From an optimization exercise on the open Yosys and OpenROAD flow, aimed at a short achievable clock period; shortcuts taken in it are not production practice. At most, simulation tests tie the RTL to the original design; equivalence was not proved. The flow treats the clock pin as an ideal source. Dropping or thinning the clock tree relies on that and would not hold on a real chip. Power and IR drop assume default switching activity.

// GPU
module GPU(
    input gpu_clk,
    input rst,
    output reg h_sync,
    output reg v_sync,
    output reg color,
    output reg [8:0] address,
    input [639:0] data
    );
==> flow/config.mk <==
export PLATFORM = sky130hd
export DESIGN_NAME = GPU
export DESIGN_NICKNAME = GPU
export VERILOG_FILES = /design/flow/design.v
export SDC_FILE = /design/flow/constraint.sdc
export NUM_CORES = 4
export LEC_CHECK = 0
export CAP_MARGIN = 20
export CORE_AREA = 4 4 196 196
export DIE_AREA = 0 0 200 200
export SETUP_SLACK_MARGIN = 1.5
export SLEW_MARGIN = 20
export SYNTH_HIERARCHICAL = 1
export SYNTH_MINIMUM_KEEP_SIZE = 0
==> flow/constraint.sdc <==
create_clock -name core_clock -period 3.4 [get_ports {gpu_clk}]
set_input_delay 0.6800 -clock core_clock [delete_from_list [all_inputs] [get_ports {gpu_clk}]]
set_output_delay 0.6800 -clock core_clock [all_outputs]
set_load 0.01 [all_outputs]
standard.sh (not shown) runs the stock make flow with config.mk's settings and CLKGATE_MAP_FILE= SYNTH_SCRIPT=/design/flow/synth_recipe.tcl, a recipe that flattens the netlist after the stock synthesis.
==> flow/flow/run.sh <==
#!/bin/bash
# Standard ORFS layout with stronger port buffers, free cell sizing and
# pins packed one track apart.
set -euo pipefail
bash standard.sh finish \
  "BUFFER_PORTS_ARGS=-buffer_cell sky130_fd_sc_hd__buf_4" \
  MATCH_CELL_FOOTPRINT=0 \
  SETUP_SLACK_MARGIN=2.5 \
  "PLACE_PINS_ARGS=-min_distance 1 -min_distance_in_tracks" \
  > run_make.log 2>&1
Then changed:
- CTS_CLUSTER_DIAMETER: not set -> 120
- CTS_CLUSTER_SIZE: not set -> 18
- GPL_ROUTABILITY_DRIVEN: not set -> 0
Result: Cell count came out lower by 1.0%; count of clock-buffer cells in the layout is lower by 17; maximum frequency is higher by 0.66%; die area does not change; critical path depth does not change; routed wire length drops by 0.53%; setup slack gains 0.011 ns; final area came out lower by 2.2%; total power goes down by 17%.

========
run A:
Starting RTL as in the previous note.
Settings: LEC_CHECK=0, CAP_MARGIN=20, CORE_AREA=4 4 196 196, CTS_CLUSTER_DIAMETER=120, CTS_CLUSTER_SIZE=18, DIE_AREA=0 0 200 200, PLACE_DENSITY=0.8, SETUP_SLACK_MARGIN=1.5, SLEW_MARGIN=20, SYNTH_HIERARCHICAL=1, SYNTH_MINIMUM_KEEP_SIZE=0; clock period 3.4 ns.
Scripts as last shown in full above: flow/flow/run.sh
What run B does differently from run A at the input level:
- PLACE_DENSITY: 0.8 -> unset
- DIE_AREA: 0 0 200 200 -> 0 0 175 175
- CORE_AREA: 4 4 196 196 -> 4 4 171 171
[summary]
Wire length of the first global-routing pass, run B vs run A: down by a few percent. Summary — number of placed instances, taps included, run B relative to run A: lower, by 96. Going from run A to run B, power saw little to no change, final weighted congestion of routability-driven global placement saw a decrease, worst voltage drop across the vdd grid saw an increase, fraction of area in clock buffers and inverters saw little to no change. A library cell contributing the largest single delay on the critical path of sky130_fd_sc_hd__dfxtp_2 is what run B shows, while sky130_fd_sc_hd__dfxtp_4 belongs to run A. Run B ended up with address[8] as its end of the critical path; run A ended up with color.
Inputs modified between run B and run C:
- DIE_AREA: 0 0 175 175 -> 0 0 200 200
- CORE_AREA: 4 4 171 171 -> 4 4 196 196
### Flow results
- Instance count after placement with tap cells included in run C vs run B: up 96
- NOTE cell area reported after detailed placement run B->run C increased slightly
- As far as worst hold margin is concerned, run B and run C perform about the same.
- Against run B, the final cell area of run C is lower.
- Run B -> run C: combinational share of power flat
- A type of the worst min-delay path of in -> reg is what run B shows, while reg -> reg belongs to run C.
Setup changes, run C to run D
- CTS_CLUSTER_DIAMETER changed from 120 to 100
- CTS_CLUSTER_SIZE changed from 18 to 16
Results
Compared with run C, run D shows a higher global router's overall resource usage. Cmp run D vs run C: part of the total power dissipated in sequential elements lower in run D. Max total power density per cell area across run C and run D: run D. Between run C and run D, upper clock frequency limit is lower for run D, run C comes in above that. Going from run C to run D, the met3 track utilization from global routing was found to have gone up by 0.17 points. Run D: power after layout is 4.6% higher than what run C reported. Run D vs run C, critical path startpoint: address[4] vs address[2]. The routed wire length was comparable across run C and run D.

========
GPU, a different RTL version from the one above (not shown whole).
Size in the first run: ~1100 cells after synthesis, ~210 flip-flops, ~650 I/O pins.
clock: 3.4 ns
lec_check: 0
cap_margin: 20
core_area: 4 4 196 196
cts_cluster_diameter: 120
cts_cluster_size: 18
die_area: 0 0 200 200
setup_slack_margin: 1.5
slew_margin: 20
synth_hierarchical: 1
synth_minimum_keep_size: 0
==> flow/flow/run.sh <==
#!/bin/bash
# Standard ORFS layout with stronger port buffers, free cell sizing, pins
# packed one track apart and an extra setup repair pass after CTS.
set -euo pipefail
bash standard.sh finish \
  "BUFFER_PORTS_ARGS=-buffer_cell sky130_fd_sc_hd__buf_4" \
  MATCH_CELL_FOOTPRINT=0 \
  SETUP_SLACK_MARGIN=2.5 \
  "PLACE_PINS_ARGS=-min_distance 1 -min_distance_in_tracks" \
  "POST_CTS_TCL=$PWD/flow/post_cts.tcl" \
  > run_make.log 2>&1
==> flow/flow/post_cts.tcl <==
# Useful skew for the pixel-select registers (lo*): they launch the select
# lines of the pixel multiplexer, a register-to-register path into color.
# Give them a clock subtree of their own, straight from the clock port, so
# their clock arrives earlier than the balanced tree's.  Only lo registers
# move; they have no input or output port paths.
set blk [ord::get_db_block]
set db [ord::get_db]
set buf_master [$db findMaster sky130_fd_sc_hd__clkbuf_16]
set clk_net [$blk findNet gpu_clk]

proc centroid {insts} {
  set x 0; set y 0
  foreach i $insts { set l [$i getLocation]; set x [expr {$x + [lindex $l 0]}]; set y [expr {$y + [lindex $l 1]}] }
  set n [llength $insts]
  return [list [expr {int($x / $n)}] [expr {int($y / $n)}]]
}
# split a list of instances into groups of at most max by halving along the longer side
proc bisect {insts max} {
  if {[llength $insts] <= $max} { return [list $insts] }
  set xs {}; set ys {}
  foreach i $insts { set l [$i getLocation]; lappend xs [lindex $l 0]; lappend ys [lindex $l 1] }
  set dx [expr {[tcl::mathfunc::max {*}$xs] - [tcl::mathfunc::min {*}$xs]}]
  set dy [expr {[tcl::mathfunc::max {*}$ys] - [tcl::mathfunc::min {*}$ys]}]
  set k [expr {$dx >= $dy ? 0 : 1}]
  set sorted [lsort -command [list cmp_loc $k] $insts]
  set h [expr {[llength $sorted] / 2}]
  return [concat [bisect [lrange $sorted 0 [expr {$h - 1}]] $max] [bisect [lrange $sorted $h end] $max]]
}
proc cmp_loc {k a b} {
  set va [lindex [$a getLocation] $k]; set vb [lindex [$b getLocation] $k]
  return [expr {$va < $vb ? -1 : ($va > $vb ? 1 : 0)}]
}

set flops {}
foreach inst [$blk getInsts] {
  if {[regexp {^lo} [$inst getName]] && [[$inst getMaster] isSequential]} { lappend flops $inst }
}
puts "skew: [llength $flops] lo registers"

set old_leaf_nets {}
set leaves {}
set n 0
foreach grp [bisect $flops 16] {
  set b [odb::dbInst_create $blk $buf_master "clkbuf_lo_leaf_$n"]
  set net [odb::dbNet_create $blk "clknet_lo_leaf_$n"]
  $net setSigType CLOCK
  [$b findITerm X] connect $net
  foreach f $grp {
    set it [$f findITerm CLK]
    set on [$it getNet]
    if {$on ne "NULL"} { dict set old_leaf_nets [$on getName] 1 }
    $it disconnect
    $it connect $net
  }
  set c [centroid $grp]
  $b setLocation [lindex $c 0] [lindex $c 1]
  $b setPlacementStatus PLACED
  lappend leaves $b
  incr n
}
puts "skew: $n leaf buffers"

set m 0
foreach grp [bisect $leaves [expr {int(ceil($n / 2.0))}]] {
  set b [odb::dbInst_create $blk $buf_master "clkbuf_lo_mid_$m"]
  set net [odb::dbNet_create $blk "clknet_lo_mid_$m"]
  $net setSigType CLOCK
  [$b findITerm X] connect $net
  [$b findITerm A] connect $clk_net
  foreach l $grp { [$l findITerm A] connect $net }
  set c [centroid $grp]
  $b setLocation [lindex $c 0] [lindex $c 1]
  $b setPlacementStatus PLACED
  incr m
}
puts "skew: $m mid buffers"

# drop clock buffers of the balanced tree left without loads
set changed 1
while {$changed} {
  set changed 0
  foreach inst [$blk getInsts] {
    if {![string match "clkbuf_*" [$inst getName]] && ![string match "clkload*" [$inst getName]]} { continue }
    set x [$inst findITerm X]
    if {$x eq "NULL"} { continue }
    set on [$x getNet]
    if {$on eq "NULL"} { continue }
    set loads 0
    foreach it [$on getITerms] { if {[$it isInputSignal] || [$it getIoType] eq "INPUT"} { incr loads } }
    if {$loads == 0 && [llength [$on getBTerms]] == 0} {
      puts "skew: removing [$inst getName]"
      odb::dbInst_destroy $inst
      odb::dbNet_destroy $on
      set changed 1
    }
  }
}

estimate_parasitics -placement

# Greedy sizing of the cells on the worst paths into color: try each drive
# strength of each cell on those paths and keep the one that helps most.
proc size_variants {master_name} {
  if {![regexp {^(sky130_fd_sc_hd__[a-z0-9]+)_([0-9]+)$} $master_name -> base sz]} { return {} }
  set out {}
  foreach s {1 2 4 6 8 12 16} {
    set m [[ord::get_db] findMaster "${base}_$s"]
    if {$m ne "NULL"} { lappend out "${base}_$s" }
  }
  return $out
}
proc endpoint_slack {pin} {
  return [get_property [get_pins $pin] slack_max]
}
proc worst_color_slack {} {
  set p [find_timing_paths -to [get_pins color*/D] -sort_by_slack]
  return [get_property $p slack]
}
proc size_pass {} {
  set improved 0
  set paths [find_timing_paths -to [get_pins color*/D] -sort_by_slack -group_path_count 20 -endpoint_path_count 20 -unique_paths_to_endpoint]
  set cells {}
  foreach p $paths {
    foreach ref [get_property $p points] {
      set pin [get_property $ref pin]
      set inst [get_property $pin full_name]
      set c [get_cells -of_objects $pin]
      if {$c eq ""} continue
      set cn [get_full_name $c]
      if {[lsearch -exact $cells $cn] < 0} { lappend cells $cn }
    }
  }
  foreach cn $cells {
    set cell [get_cells $cn]
    set lc [get_property $cell ref_name]
    if {[string match "*df*" $lc] || [string match "*clkbuf*" $lc]} continue
    set vars [size_variants $lc]
    if {[llength $vars] < 2} continue
    set base [worst_color_slack]
    set best $lc; set bestv $base
    foreach v $vars {
      if {$v eq $lc} continue
      replace_cell $cell $v
      estimate_parasitics -placement
      set s [worst_color_slack]
      if {$s > $bestv + 0.0005} { set best $v; set bestv $s }
    }
    replace_cell $cell $best
    estimate_parasitics -placement
    if {$best ne $lc} { incr improved; puts "size: $cn $lc -> $best  [format %.3f $base] -> [format %.3f $bestv]" }
  }
  return $improved
}
for {set i 0} {$i < 3} {incr i} {
  set n [size_pass]
  puts "size: pass $i changed $n, color slack [format %.3f [worst_color_slack]]"
  if {$n == 0} break
}

detailed_placement
estimate_parasitics -placement
report_clock_min_period
report_worst_slack -max
report_worst_slack -min
The first run finished clean.
Edit:
==> flow/flow/run.sh (replaced) <==
#!/bin/bash
# Standard ORFS layout with stronger port buffers, free cell sizing, data
# pins kept in order (flow/pre_io.tcl) and extra steps after CTS
# (flow/post_cts.tcl).
set -euo pipefail
bash standard.sh finish \
  "BUFFER_PORTS_ARGS=-buffer_cell sky130_fd_sc_hd__buf_4" \
  MATCH_CELL_FOOTPRINT=0 \
  SETUP_SLACK_MARGIN=2.5 \
  "PRE_IO_PLACEMENT_TCL=$PWD/flow/pre_io.tcl" \
  "POST_CTS_TCL=$PWD/flow/post_cts.tcl" \
  > run_make.log 2>&1
--- a/flow/flow/post_cts.tcl
+++ b/flow/flow/post_cts.tcl
@@ -1,2 +1,5 @@
+# Extra steps after CTS: useful skew for the pixel-select registers and
+# greedy sizing of the pixel path.
+#
 # Useful skew for the pixel-select registers (lo*): they launch the select
 # lines of the pixel multiplexer, a register-to-register path into color.
@@ -101,4 +104,10 @@
 # Greedy sizing of the cells on the worst paths into color: try each drive
 # strength of each cell on those paths and keep the one that helps most.
+# Wire loads are estimated from a trial global route, which is closer to
+# the routed layout than the placement estimate; the flow's own global
+# route runs again afterwards.
+source $::env(FASTROUTE_TCL)
+global_route -allow_congestion
+estimate_parasitics -global_routing
 proc size_variants {master_name} {
   if {![regexp {^(sky130_fd_sc_hd__[a-z0-9]+)_([0-9]+)$} $master_name -> base sz]} { return {} }
@@ -142,10 +151,10 @@
       if {$v eq $lc} continue
       replace_cell $cell $v
-      estimate_parasitics -placement
+      estimate_parasitics -global_routing
       set s [worst_color_slack]
       if {$s > $bestv + 0.0005} { set best $v; set bestv $s }
     }
     replace_cell $cell $best
-    estimate_parasitics -placement
+    estimate_parasitics -global_routing
     if {$best ne $lc} { incr improved; puts "size: $cn $lc -> $best  [format %.3f $base] -> [format %.3f $bestv]" }
   }
==> flow/flow/pre_io.tcl (new file) <==
# Keep the data pins of each 32-pixel group together and in order, so that
# each branch of the pixel-select tree sits by a stretch of the die edge.
for {set g 0} {$g < 20} {incr g} {
  set pins {}
  for {set i [expr {32 * $g}]} {$i < 32 * ($g + 1)} {incr i} { lappend pins [get_ports "data\[$i\]"] }
  set_io_pin_constraint -group -order -pin_names $pins
}
Outcome: With this change the flow stopped in clock tree synthesis (4_1_cts). Synthesized cell count stays the same. Area after synthesis does not change.
Edit:
--- a/flow/flow/post_cts.tcl
+++ b/flow/flow/post_cts.tcl
@@ -107,5 +107,9 @@
 # the routed layout than the placement estimate; the flow's own global
 # route runs again afterwards.
-source $::env(FASTROUTE_TCL)
+# the platform's routing layers (fastroute.tcl; its variables are not set
+# in the CTS step)
+set_global_routing_layer_adjustment met1-met5 0.2
+set_routing_layers -clock met3-met5
+set_routing_layers -signal met1-met5
 global_route -allow_congestion
 estimate_parasitics -global_routing
@@ -143,5 +147,7 @@
     set cell [get_cells $cn]
     set lc [get_property $cell ref_name]
-    if {[string match "*df*" $lc] || [string match "*clkbuf*" $lc]} continue
+    if {[string match "*clkbuf*" $lc]} continue
+    # of the registers, only the select registers are sized here
+    if {[string match "*df*" $lc] && ![string match "lo*" $cn]} continue
     set vars [size_variants $lc]
     if {[llength $vars] < 2} continue
Effect: The changed run passed the timing, design-rule and antenna checks. Synthesized area does not change. Synthesized cell count is unchanged.
Edit:
--- a/flow/flow/post_cts.tcl
+++ b/flow/flow/post_cts.tcl
@@ -147,7 +147,5 @@
     set cell [get_cells $cn]
     set lc [get_property $cell ref_name]
-    if {[string match "*clkbuf*" $lc]} continue
-    # of the registers, only the select registers are sized here
-    if {[string match "*df*" $lc] && ![string match "lo*" $cn]} continue
+    if {[string match "*df*" $lc] || [string match "*clkbuf*" $lc]} continue
     set vars [size_variants $lc]
     if {[llength $vars] < 2} continue
=> The new run completed with no timing, DRC or antenna violations. Worst setup slack is about the same. Clock power stays flat. Synthesized cell count does not change. Clock skew is about the same. Area after synthesis is unchanged. Final area hardly moves. Wire length stays flat. Critical path depth is unchanged. Global-route usage is about the same. Sequential share of layout area hardly moves.

========
pepper:
The RTL this note starts from:
==> flow/design.v <==
module GPU(
    input gpu_clk,
    input rst,
    output reg h_sync,
    output reg v_sync,
    output reg color,
    output reg [8:0] address,
    input [639:0] data
    );
    reg [31:0] lo0, lo1, lo2, lo3, lo4;   
    reg [26:0] grp;                       
    reg        le;                        
    reg [8:0]  v;                         
    wire [31:0] lo_init = 32'd2;          
    always @(posedge gpu_clk) begin
        if (rst) begin
            lo0 <= lo_init;
            lo1 <= lo_init;
            lo2 <= lo_init;
            lo3 <= lo_init;
            lo4 <= lo_init;
            grp <= 27'd1;
            le <= 1'b0;
        end else begin
            if (le) begin
                lo0 <= lo_init;
                lo1 <= lo_init;
                lo2 <= lo_init;
                lo3 <= lo_init;
                lo4 <= lo_init;
                grp <= 27'd1;
            end else begin
                lo0 <= {lo0[30:0], lo0[31]};
                lo1 <= {lo1[30:0], lo1[31]};
                lo2 <= {lo2[30:0], lo2[31]};
                lo3 <= {lo3[30:0], lo3[31]};
                lo4 <= {lo4[30:0], lo4[31]};
                if (lo0[31])
                    grp <= {grp[25:0], 1'b0};
            end
            le <= grp[26] & lo0[8];       
        end
    end
    wire [639:0] sel = {lo4, lo4, lo4, lo4, lo3, lo3, lo3, lo3,
                        lo2, lo2, lo2, lo2, lo1, lo1, lo1, lo1,
                        lo0, lo0, lo0, lo0};
    wire [319:0] p_n;
    gpu_nand2 u_p0 (.a(data[1]), .b(sel[1]), .y(p_n[0]));
    genvar i;
    generate
        for (i = 1; i < 320; i = i + 1) begin : g_pair
            gpu_a22oi u (.a1(data[2*i]), .a2(sel[2*i]),
                         .b1(data[2*i+1]), .b2(sel[2*i+1]), .y(p_n[i]));
        end
    endgenerate
    wire [79:0] o8, o8_n;
    generate
        for (i = 0; i < 80; i = i + 1) begin : g_o8
            gpu_nand4 u (.a(p_n[4*i]), .b(p_n[4*i+1]), .c(p_n[4*i+2]),
                         .d(p_n[4*i+3]), .y(o8[i]));
            gpu_inv ui (.a(o8[i]), .y(o8_n[i]));
        end
    endgenerate
    wire [19:0] gate_n = ~grp[19:0] | {20{rst}};
    wire [19:0] o32, o32_n;
    generate
        for (i = 0; i < 20; i = i + 1) begin : g_o32
            gpu_a41oi u (.a1(o8_n[4*i]), .a2(o8_n[4*i+1]), .a3(o8_n[4*i+2]),
                         .a4(o8_n[4*i+3]), .b1(gate_n[i]), .y(o32[i]));
            gpu_inv ui (.a(o32[i]), .y(o32_n[i]));
        end
    endgenerate
    wire [4:0] o128;
    generate
        for (i = 0; i < 5; i = i + 1) begin : g_o128
            gpu_nand4 u (.a(o32_n[4*i]), .b(o32_n[4*i+1]), .c(o32_n[4*i+2]),
                         .d(o32_n[4*i+3]), .y(o128[i]));
        end
    endgenerate
    wire [2:0] q_n;
    gpu_nor2 u_q0 (.a(o128[0]), .b(o128[1]), .y(q_n[0]));
    gpu_nor2 u_q1 (.a(o128[2]), .b(o128[3]), .y(q_n[1]));
    gpu_inv  u_q2 (.a(o128[4]), .y(q_n[2]));
    wire color_d;
    gpu_nand3 u_c (.a(q_n[0]), .b(q_n[1]), .c(q_n[2]), .y(color_d));
    wire [8:0] v_next = le ? ((v == 9'd501) ? 9'd1 : v + 9'd1) : v;
    wire h_blank = (grp[20] & |lo0[31:17]) | grp[21] | (grp[22] & |lo0[16:0]);
    always @(posedge gpu_clk) begin
        color <= color_d;
        if (rst) begin
            v <= 9'd1;
            address <= 9'd0;
            h_sync <= 1'b0;
            v_sync <= 1'b0;
        end else begin
            h_sync <= ~h_blank;
            v_sync <= (v > 9'd481) && (v <= 9'd484);
            v <= v_next;
            address <= le ? ((v == 9'd501) ? 9'd0 : v) : v - 9'd1;
        end
    end
endmodule
module gpu_a22oi(input a1, input a2, input b1, input b2, output y);
    assign y = ~((a1 & a2) | (b1 & b2));
endmodule
module gpu_nand2(input a, input b, output y);
    assign y = ~(a & b);
endmodule
module gpu_nand3(input a, input b, input c, output y);
    assign y = ~(a & b & c);
endmodule
module gpu_nand4(input a, input b, input c, input d, output y);
    assign y = ~(a & b & c & d);
endmodule
module gpu_inv(input a, output y);
    assign y = ~a;
endmodule
module gpu_nor2(input a, input b, output y);
    assign y = ~(a | b);
endmodule
module gpu_a41oi(input a1, input a2, input a3, input a4, input b1, output y);
    assign y = ~((a1 & a2 & a3 & a4) | b1);
endmodule
clock: 3.4 ns
lec_check: 0
cap_margin: 20
core_area: 4 4 196 196
cts_cluster_diameter: 120
cts_cluster_size: 18
die_area: 0 0 200 200
setup_slack_margin: 1.5
slew_margin: 20
synth_hierarchical: 1
synth_minimum_keep_size: 0
==> flow/flow/run.sh <==
#!/bin/bash
# Standard ORFS layout with stronger port buffers, free cell sizing and
# extra steps after CTS (flow/post_cts.tcl).
set -euo pipefail
bash standard.sh finish \
  "BUFFER_PORTS_ARGS=-buffer_cell sky130_fd_sc_hd__buf_4" \
  MATCH_CELL_FOOTPRINT=0 \
  SETUP_SLACK_MARGIN=2.5 \
  "POST_CTS_TCL=$PWD/flow/post_cts.tcl" \
  > run_make.log 2>&1
==> flow/flow/post_cts.tcl <==
# Extra steps after CTS: useful skew for the pixel-select registers, output
# registers pulled next to their pins, and greedy sizing of the pixel path.
#
# Useful skew for the pixel-select registers (lo*): they launch the select
# lines of the pixel multiplexer, a register-to-register path into color.
# Give them a clock subtree of their own, straight from the clock port, so
# their clock arrives earlier than the balanced tree's.  Only lo registers
# move; they have no input or output port paths.
set blk [ord::get_db_block]
set db [ord::get_db]
set buf_master [$db findMaster sky130_fd_sc_hd__clkbuf_16]
set clk_net [$blk findNet gpu_clk]

proc centroid {insts} {
  set x 0; set y 0
  foreach i $insts { set l [$i getLocation]; set x [expr {$x + [lindex $l 0]}]; set y [expr {$y + [lindex $l 1]}] }
  set n [llength $insts]
  return [list [expr {int($x / $n)}] [expr {int($y / $n)}]]
}
# split a list of instances into groups of at most max by halving along the longer side
proc bisect {insts max} {
  if {[llength $insts] <= $max} { return [list $insts] }
  set xs {}; set ys {}
  foreach i $insts { set l [$i getLocation]; lappend xs [lindex $l 0]; lappend ys [lindex $l 1] }
  set dx [expr {[tcl::mathfunc::max {*}$xs] - [tcl::mathfunc::min {*}$xs]}]
  set dy [expr {[tcl::mathfunc::max {*}$ys] - [tcl::mathfunc::min {*}$ys]}]
  set k [expr {$dx >= $dy ? 0 : 1}]
  set sorted [lsort -command [list cmp_loc $k] $insts]
  set h [expr {[llength $sorted] / 2}]
  return [concat [bisect [lrange $sorted 0 [expr {$h - 1}]] $max] [bisect [lrange $sorted $h end] $max]]
}
proc cmp_loc {k a b} {
  set va [lindex [$a getLocation] $k]; set vb [lindex [$b getLocation] $k]
  return [expr {$va < $vb ? -1 : ($va > $vb ? 1 : 0)}]
}

set flops {}
foreach inst [$blk getInsts] {
  if {[regexp {^lo} [$inst getName]] && [[$inst getMaster] isSequential]} { lappend flops $inst }
}
puts "skew: [llength $flops] lo registers"

set old_leaf_nets {}
set leaves {}
set n 0
foreach grp [bisect $flops 16] {
  set b [odb::dbInst_create $blk $buf_master "clkbuf_lo_leaf_$n"]
  set net [odb::dbNet_create $blk "clknet_lo_leaf_$n"]
  $net setSigType CLOCK
  [$b findITerm X] connect $net
  foreach f $grp {
    set it [$f findITerm CLK]
    set on [$it getNet]
    if {$on ne "NULL"} { dict set old_leaf_nets [$on getName] 1 }
    $it disconnect
    $it connect $net
  }
  set c [centroid $grp]
  $b setLocation [lindex $c 0] [lindex $c 1]
  $b setPlacementStatus PLACED
  lappend leaves $b
  incr n
}
puts "skew: $n leaf buffers"

set m 0
foreach grp [bisect $leaves [expr {int(ceil($n / 2.0))}]] {
  set b [odb::dbInst_create $blk $buf_master "clkbuf_lo_mid_$m"]
  set net [odb::dbNet_create $blk "clknet_lo_mid_$m"]
  $net setSigType CLOCK
  [$b findITerm X] connect $net
  [$b findITerm A] connect $clk_net
  foreach l $grp { [$l findITerm A] connect $net }
  set c [centroid $grp]
  $b setLocation [lindex $c 0] [lindex $c 1]
  $b setPlacementStatus PLACED
  incr m
}
puts "skew: $m mid buffers"

# drop clock buffers of the balanced tree left without loads
set changed 1
while {$changed} {
  set changed 0
  foreach inst [$blk getInsts] {
    if {![string match "clkbuf_*" [$inst getName]] && ![string match "clkload*" [$inst getName]]} { continue }
    set x [$inst findITerm X]
    if {$x eq "NULL"} { continue }
    set on [$x getNet]
    if {$on eq "NULL"} { continue }
    set loads 0
    foreach it [$on getITerms] { if {[$it isInputSignal] || [$it getIoType] eq "INPUT"} { incr loads } }
    if {$loads == 0 && [llength [$on getBTerms]] == 0} {
      puts "skew: removing [$inst getName]"
      odb::dbInst_destroy $inst
      odb::dbNet_destroy $on
      set changed 1
    }
  }
}


# Pull the output registers that feed only an output buffer, and those
# buffers, next to their pins: their inputs come from the counters, which
# have slack to spare, while the clock-to-output path has none.
proc pin_center {bt} {
  set bb [$bt getBBox]
  return [list [expr {([$bb xMin] + [$bb xMax]) / 2}] [expr {([$bb yMin] + [$bb yMax]) / 2}]]
}
set die [$blk getDieArea]
set cx [expr {([$die xMin] + [$die xMax]) / 2}]
set cy [expr {([$die yMin] + [$die yMax]) / 2}]
foreach bt [$blk getBTerms] {
  if {[$bt getIoType] ne "OUTPUT"} continue
  set name [$bt getName]
  if {$name eq "color"} continue
  set onet [$bt getNet]
  set buf ""
  foreach it [$onet getITerms] { if {[$it isOutputSignal]} { set buf [$it getInst] } }
  if {$buf eq ""} continue
  set ff ""
  set bnet [[$buf findITerm A] getNet]
  foreach it [$bnet getITerms] { if {[$it isOutputSignal]} { set ff [$it getInst] } }
  if {$ff eq "" || ![[$ff getMaster] isSequential]} continue
  if {[llength [$bnet getITerms]] != 2} continue
  lassign [pin_center $bt] px py
  # unit step from the pin toward the die centre
  set dx [expr {$cx - $px}]; set dy [expr {$cy - $py}]
  set d [expr {sqrt($dx*$dx + $dy*$dy)}]
  set ux [expr {$dx / $d}]; set uy [expr {$dy / $d}]
  $buf setLocation [expr {int($px + $ux * 15000)}] [expr {int($py + $uy * 15000)}]
  $ff setLocation [expr {int($px + $ux * 22000)}] [expr {int($py + $uy * 22000)}]
  puts "pull: $name [$buf getName] [$ff getName]"
}
detailed_placement
estimate_parasitics -placement

# Greedy sizing of the cells on the worst paths into color: try each drive
# strength of each cell on those paths and keep the one that helps most.
proc size_variants {master_name} {
  if {![regexp {^(sky130_fd_sc_hd__[a-z0-9]+)_([0-9]+)$} $master_name -> base sz]} { return {} }
  set out {}
  foreach s {1 2 4 6 8 12 16} {
    set m [[ord::get_db] findMaster "${base}_$s"]
    if {$m ne "NULL"} { lappend out "${base}_$s" }
  }
  return $out
}
proc endpoint_slack {pin} {
  return [get_property [get_pins $pin] slack_max]
}
proc worst_color_slack {} {
  set p [find_timing_paths -to [get_pins color*/D] -sort_by_slack]
  return [get_property $p slack]
}
proc size_pass {} {
  set improved 0
  set paths [find_timing_paths -to [get_pins color*/D] -sort_by_slack -group_path_count 20 -endpoint_path_count 20 -unique_paths_to_endpoint]
  set cells {}
  foreach p $paths {
    foreach ref [get_property $p points] {
      set pin [get_property $ref pin]
      set inst [get_property $pin full_name]
      set c [get_cells -of_objects $pin]
      if {$c eq ""} continue
      set cn [get_full_name $c]
      if {[lsearch -exact $cells $cn] < 0} { lappend cells $cn }
    }
  }
  foreach cn $cells {
    set cell [get_cells $cn]
    set lc [get_property $cell ref_name]
    if {[string match "*df*" $lc] || [string match "*clkbuf*" $lc]} continue
    set vars [size_variants $lc]
    if {[llength $vars] < 2} continue
    set base [worst_color_slack]
    set best $lc; set bestv $base
    foreach v $vars {
      if {$v eq $lc} continue
      replace_cell $cell $v
      estimate_parasitics -placement
      set s [worst_color_slack]
      if {$s > $bestv + 0.0005} { set best $v; set bestv $s }
    }
    replace_cell $cell $best
    estimate_parasitics -placement
    if {$best ne $lc} { incr improved; puts "size: $cn $lc -> $best  [format %.3f $base] -> [format %.3f $bestv]" }
  }
  return $improved
}
for {set i 0} {$i < 3} {incr i} {
  set n [size_pass]
  puts "size: pass $i changed $n, color slack [format %.3f [worst_color_slack]]"
  if {$n == 0} break
}

detailed_placement
estimate_parasitics -placement
report_clock_min_period
report_worst_slack -max
report_worst_slack -min
Relative to pepper, the following input files were edited for raven:
==> flow/flow/run.sh <==
#!/bin/bash
# Standard ORFS layout with stronger port buffers, free cell sizing, data
# pins kept in order (flow/pre_io.tcl) and extra steps after CTS
# (flow/post_cts.tcl).
set -euo pipefail
bash standard.sh finish \
  "BUFFER_PORTS_ARGS=-buffer_cell sky130_fd_sc_hd__buf_4" \
  MATCH_CELL_FOOTPRINT=0 \
  SETUP_SLACK_MARGIN=2.5 \
  "PRE_IO_PLACEMENT_TCL=$PWD/flow/pre_io.tcl" \
  "POST_CTS_TCL=$PWD/flow/post_cts.tcl" \
  > run_make.log 2>&1
diff --git a/flow/flow/post_cts.tcl b/flow/flow/post_cts.tcl
--- a/flow/flow/post_cts.tcl
+++ b/flow/flow/post_cts.tcl
@@ -1,3 +1,3 @@
-# Extra steps after CTS: useful skew for the pixel-select registers, output
-# registers pulled next to their pins, and greedy sizing of the pixel path.
+# Extra steps after CTS: useful skew for the pixel-select registers and
+# greedy sizing of the pixel path.
 #
@@ -101,36 +101,2 @@
 
-
-# Pull the output registers that feed only an output buffer, and those
-# buffers, next to their pins: their inputs come from the counters, which
-# have slack to spare, while the clock-to-output path has none.
-proc pin_center {bt} {
-  set bb [$bt getBBox]
-  return [list [expr {([$bb xMin] + [$bb xMax]) / 2}] [expr {([$bb yMin] + [$bb yMax]) / 2}]]
-}
-set die [$blk getDieArea]
-set cx [expr {([$die xMin] + [$die xMax]) / 2}]
-set cy [expr {([$die yMin] + [$die yMax]) / 2}]
-foreach bt [$blk getBTerms] {
-  if {[$bt getIoType] ne "OUTPUT"} continue
-  set name [$bt getName]
-  if {$name eq "color"} continue
-  set onet [$bt getNet]
-  set buf ""
-  foreach it [$onet getITerms] { if {[$it isOutputSignal]} { set buf [$it getInst] } }
-  if {$buf eq ""} continue
-  set ff ""
-  set bnet [[$buf findITerm A] getNet]
-  foreach it [$bnet getITerms] { if {[$it isOutputSignal]} { set ff [$it getInst] } }
-  if {$ff eq "" || ![[$ff getMaster] isSequential]} continue
-  if {[llength [$bnet getITerms]] != 2} continue
-  lassign [pin_center $bt] px py
-  # unit step from the pin toward the die centre
-  set dx [expr {$cx - $px}]; set dy [expr {$cy - $py}]
-  set d [expr {sqrt($dx*$dx + $dy*$dy)}]
-  set ux [expr {$dx / $d}]; set uy [expr {$dy / $d}]
-  $buf setLocation [expr {int($px + $ux * 15000)}] [expr {int($py + $uy * 15000)}]
-  $ff setLocation [expr {int($px + $ux * 22000)}] [expr {int($py + $uy * 22000)}]
-  puts "pull: $name [$buf getName] [$ff getName]"
-}
-detailed_placement
 estimate_parasitics -placement
==> flow/flow/pre_io.tcl (new file) <==
# Keep the data pins of each 128-pixel branch together and in order, so that
# each branch of the pixel-select tree sits by a stretch of the die edge.
for {set g 0} {$g < 5} {incr g} {
  set pins {}
  for {set i [expr {128 * $g}]} {$i < 128 * ($g + 1)} {incr i} { lappend pins [get_ports "data\[$i\]"] }
  set_io_pin_constraint -group -order -pin_names $pins
}
Notes after the runs:
- Reported for raven and pepper, fraction of the mapped netlist area in compound gates turned out identical to the last digit.
- Going from pepper to raven, floorplan row count roughly the same, adder and majority gate portion of the synthesized area roughly the same.
- For raven, the flow was terminated by a tool error in I/O pin placement (3_2_place_iop) and produced no final design.
- Comparing raven against pepper, there is no change at all in sequential cell area fraction in the yosys report.
- Reported for raven and pepper, initial standard-cell utilization of the core turned out identical to the last digit.
- pepper -> raven: flip-flop and latch count after synthesis delta 0, exact match
- Summed instance area of the synthesized netlist: pepper vs raven identical
The inputs of cedar differ from those of raven as listed below.
diff --git a/flow/flow/post_cts.tcl b/flow/flow/post_cts.tcl
--- a/flow/flow/post_cts.tcl
+++ b/flow/flow/post_cts.tcl
@@ -105,2 +105,12 @@
 # strength of each cell on those paths and keep the one that helps most.
+# Wire loads are estimated from a trial global route, which is closer to
+# the routed layout than the placement estimate; the flow's own global
+# route runs again afterwards.
+# the platform's routing layers (fastroute.tcl; its variables are not set
+# in the CTS step)
+set_global_routing_layer_adjustment met1-met5 0.2
+set_routing_layers -clock met3-met5
+set_routing_layers -signal met1-met5
+global_route -allow_congestion
+estimate_parasitics -global_routing
 proc size_variants {master_name} {
@@ -146,3 +156,3 @@
       replace_cell $cell $v
-      estimate_parasitics -placement
+      estimate_parasitics -global_routing
       set s [worst_color_slack]
@@ -151,3 +161,3 @@
     replace_cell $cell $best
-    estimate_parasitics -placement
+    estimate_parasitics -global_routing
     if {$best ne $lc} { incr improved; puts "size: $cn $lc -> $best  [format %.3f $base] -> [format %.3f $bestv]" }
==> flow/flow/pre_io.tcl <==
# Keep the data pins of each 32-pixel group together and in order, so that
# each branch of the pixel-select tree sits by a stretch of the die edge.
for {set g 0} {$g < 20} {incr g} {
  set pins {}
  for {set i [expr {32 * $g}]} {$i < 32 * ($g + 1)} {incr i} { lappend pins [get_ports "data\[$i\]"] }
  set_io_pin_constraint -group -order -pin_names $pins
}
- Between raven and cedar, the net count of the mapped netlist does not differ in any meaningful way.
- cedar vs. raven: starting density of the core has remained practically unchanged; number of flops mapped to enable cells by yosys has remained practically unchanged.
- Between raven and cedar, the area fraction in compound gates after synthesis figures differ only marginally.
- Adder and majority cell fraction of the synthesized area came out exactly the same in raven and cedar.
- cedar: PASS, flow complete, no timing, DRC or antenna violations
- Post-synthesis register bit count: cedar vs raven identical
- raven -> cedar: async set-reset flop share out of synthesis delta 0, exact match
- Diff raven..cedar | area fraction in and, or, nand and nor cells after synthesis | unchanged
- | area of the mapped netlist | cedar vs raven | ≈ equal |
#### Input delta (amber over cedar)
diff --git a/flow/flow/post_cts.tcl b/flow/flow/post_cts.tcl
--- a/flow/flow/post_cts.tcl
+++ b/flow/flow/post_cts.tcl
@@ -108,7 +108,3 @@
 # route runs again afterwards.
-# the platform's routing layers (fastroute.tcl; its variables are not set
-# in the CTS step)
-set_global_routing_layer_adjustment met1-met5 0.2
-set_routing_layers -clock met3-met5
-set_routing_layers -signal met1-met5
+source $::env(FASTROUTE_TCL)
 global_route -allow_congestion
[summary]
Summary across cedar and amber: the single failing run is amber.
Diff cedar..amber | post-synthesis compound-gate area fraction | unchanged
Number of distinct standard cells referenced by the synthesized netlist: amber vs cedar identical
Diff amber..cedar | number of port buffers | unchanged
Taking cedar as the reference, in amber placed instance count flat; synthesized-area fraction occupied by xor and xnor cells was more or less identical; synthesized cell count about even; vertical die dimension barely changed; total placed instance area held steady.
Re mean cell area of the mapped netlist: no difference whatsoever between amber and cedar.
--- input diff amber..nickel ---
==> flow/flow/run.sh <==
#!/bin/bash
# Standard ORFS layout with stronger port buffers, free cell sizing and
# extra steps after CTS (flow/post_cts.tcl).
set -euo pipefail
bash standard.sh finish \
  "BUFFER_PORTS_ARGS=-buffer_cell sky130_fd_sc_hd__buf_4" \
  MATCH_CELL_FOOTPRINT=0 \
  SETUP_SLACK_MARGIN=2.5 \
  "POST_CTS_TCL=$PWD/flow/post_cts.tcl" \
  > run_make.log 2>&1
diff --git a/flow/flow/post_cts.tcl b/flow/flow/post_cts.tcl
--- a/flow/flow/post_cts.tcl
+++ b/flow/flow/post_cts.tcl
@@ -105,8 +105,2 @@
 # strength of each cell on those paths and keep the one that helps most.
-# Wire loads are estimated from a trial global route, which is closer to
-# the routed layout than the placement estimate; the flow's own global
-# route runs again afterwards.
-source $::env(FASTROUTE_TCL)
-global_route -allow_congestion
-estimate_parasitics -global_routing
 proc size_variants {master_name} {
@@ -152,3 +146,3 @@
       replace_cell $cell $v
-      estimate_parasitics -global_routing
+      estimate_parasitics -placement
       set s [worst_color_slack]
@@ -157,3 +151,3 @@
     replace_cell $cell $best
-    estimate_parasitics -global_routing
+    estimate_parasitics -placement
     if {$best ne $lc} { incr improved; puts "size: $cn $lc -> $best  [format %.3f $base] -> [format %.3f $bestv]" }
removed: flow/flow/pre_io.tcl
In summary, nickel completed successfully, with a layout that passed the timing, design-rule and antenna checks.
amber → nickel: synthesized cell count held steady; synthesized net count held steady; number of distinct library cells after synthesis held steady; initial standard-cell utilization of the core held steady.
Diff nickel..amber | share of the synthesized area in compound gates (AO/OA/AOI/OAI) | unchanged
Re post-synthesis adder-cell area fraction: no difference whatsoever between amber and nickel.
What quartz does differently from nickel at the input level:
==> flow/flow/run.sh <==
#!/bin/bash
# Standard ORFS layout with stronger port buffers, free cell sizing, data
# pins kept in order (flow/pre_io.tcl) and extra steps after CTS
# (flow/post_cts.tcl).
set -euo pipefail
bash standard.sh finish \
  "BUFFER_PORTS_ARGS=-buffer_cell sky130_fd_sc_hd__buf_4" \
  MATCH_CELL_FOOTPRINT=0 \
  SETUP_SLACK_MARGIN=2.5 \
  "PRE_IO_PLACEMENT_TCL=$PWD/flow/pre_io.tcl" \
  "POST_CTS_TCL=$PWD/flow/post_cts.tcl" \
  > run_make.log 2>&1
==> flow/flow/pre_io.tcl (new file) <==
# Keep the data pins of each 32-pixel group together and in order, so that
# each branch of the pixel-select tree sits by a stretch of the die edge.
for {set g 0} {$g < 20} {incr g} {
  set pins {}
  for {set i [expr {32 * $g}]} {$i < 32 * ($g + 1)} {incr i} { lappend pins [get_ports "data\[$i\]"] }
  set_io_pin_constraint -group -order -pin_names $pins
}
Results
Relative to nickel, proportion of total power due to net switching has gone down in quartz. Summary — maximum frequency, quartz relative to nickel: higher, by 22 MHz. Summary of quartz over nickel: wire length moved up; sequential share of cell area level; power spent charging and discharging nets moved up. Final worst slack (lower): nickel. Of the two values seen for cell type of the slowest stage on the worst timing path, sky130_fd_sc_hd__a22oi_2 was produced by nickel and sky130_fd_sc_hd__dfxtp_4 by quartz. Summary: total power after layout, quartz worse than nickel.
Function was not checked in any run of this note: the RTL went through the layout flow alone.

[what the ideal ports hide]
Ports are ideal in the flow. The routed layouts listed here were re-timed in OpenROAD. Step 1, drivers: a clkbuf_16 drives gpu_clk and a buf_2 each remaining input, both assumed. Step 2 moves the port delays by t, midway between the first and last clock arrival at a register: inputs arrive t later, outputs are due t later. That takes back most of the time a late clock gives input paths. a / b / c = ideal ports / drivers / drivers and shift; a / b = the first two.
run | t, ns | setup WS [ns] | slew at the worst register clock pin (ns)
the first run of note 1 | 0.559 | 1.749 / 1.697 / 1.329 | 0.07 / 0.07
the second run of note 1 | 0.517 | 1.760 / 1.710 / 1.332 | 0.09 / 0.09
run A | 0.516 | 1.744 / 1.735 / 1.277 | 0.08 / 0.08
run B | 0.520 | 1.779 / 1.731 / 1.334 | 0.09 / 0.09
run C | 0.522 | 1.774 / 1.724 / 1.347 | 0.08 / 0.08
run D | 0.526 | 1.767 / 1.715 / 1.323 | 0.08 / 0.08
the first run of note 3 | 0.481 | 1.801 / 1.722 / 1.433 | 0.07 / 0.07
the third run of note 3 | 0.479 | 1.821 / 1.740 / 1.461 | 0.06 / 0.06
the fourth run of note 3 | 0.480 | 1.821 / 1.739 / 1.464 | 0.06 / 0.06
pepper | 0.483 | 1.708 / 1.723 / 1.276 | 0.08 / 0.08
cedar | 0.488 | 1.782 / 1.719 / 1.380 | 0.06 / 0.06
nickel | 0.481 | 1.702 / 1.698 / 1.258 | 0.07 / 0.07
quartz | 0.484 | 1.764 / 1.707 / 1.380 | 0.06 / 0.06
After both steps every run listed still meets setup and hold. The setup slack of run A, which loses most, moves by -0.009 ns with the drivers and by -0.467 ns with both steps.
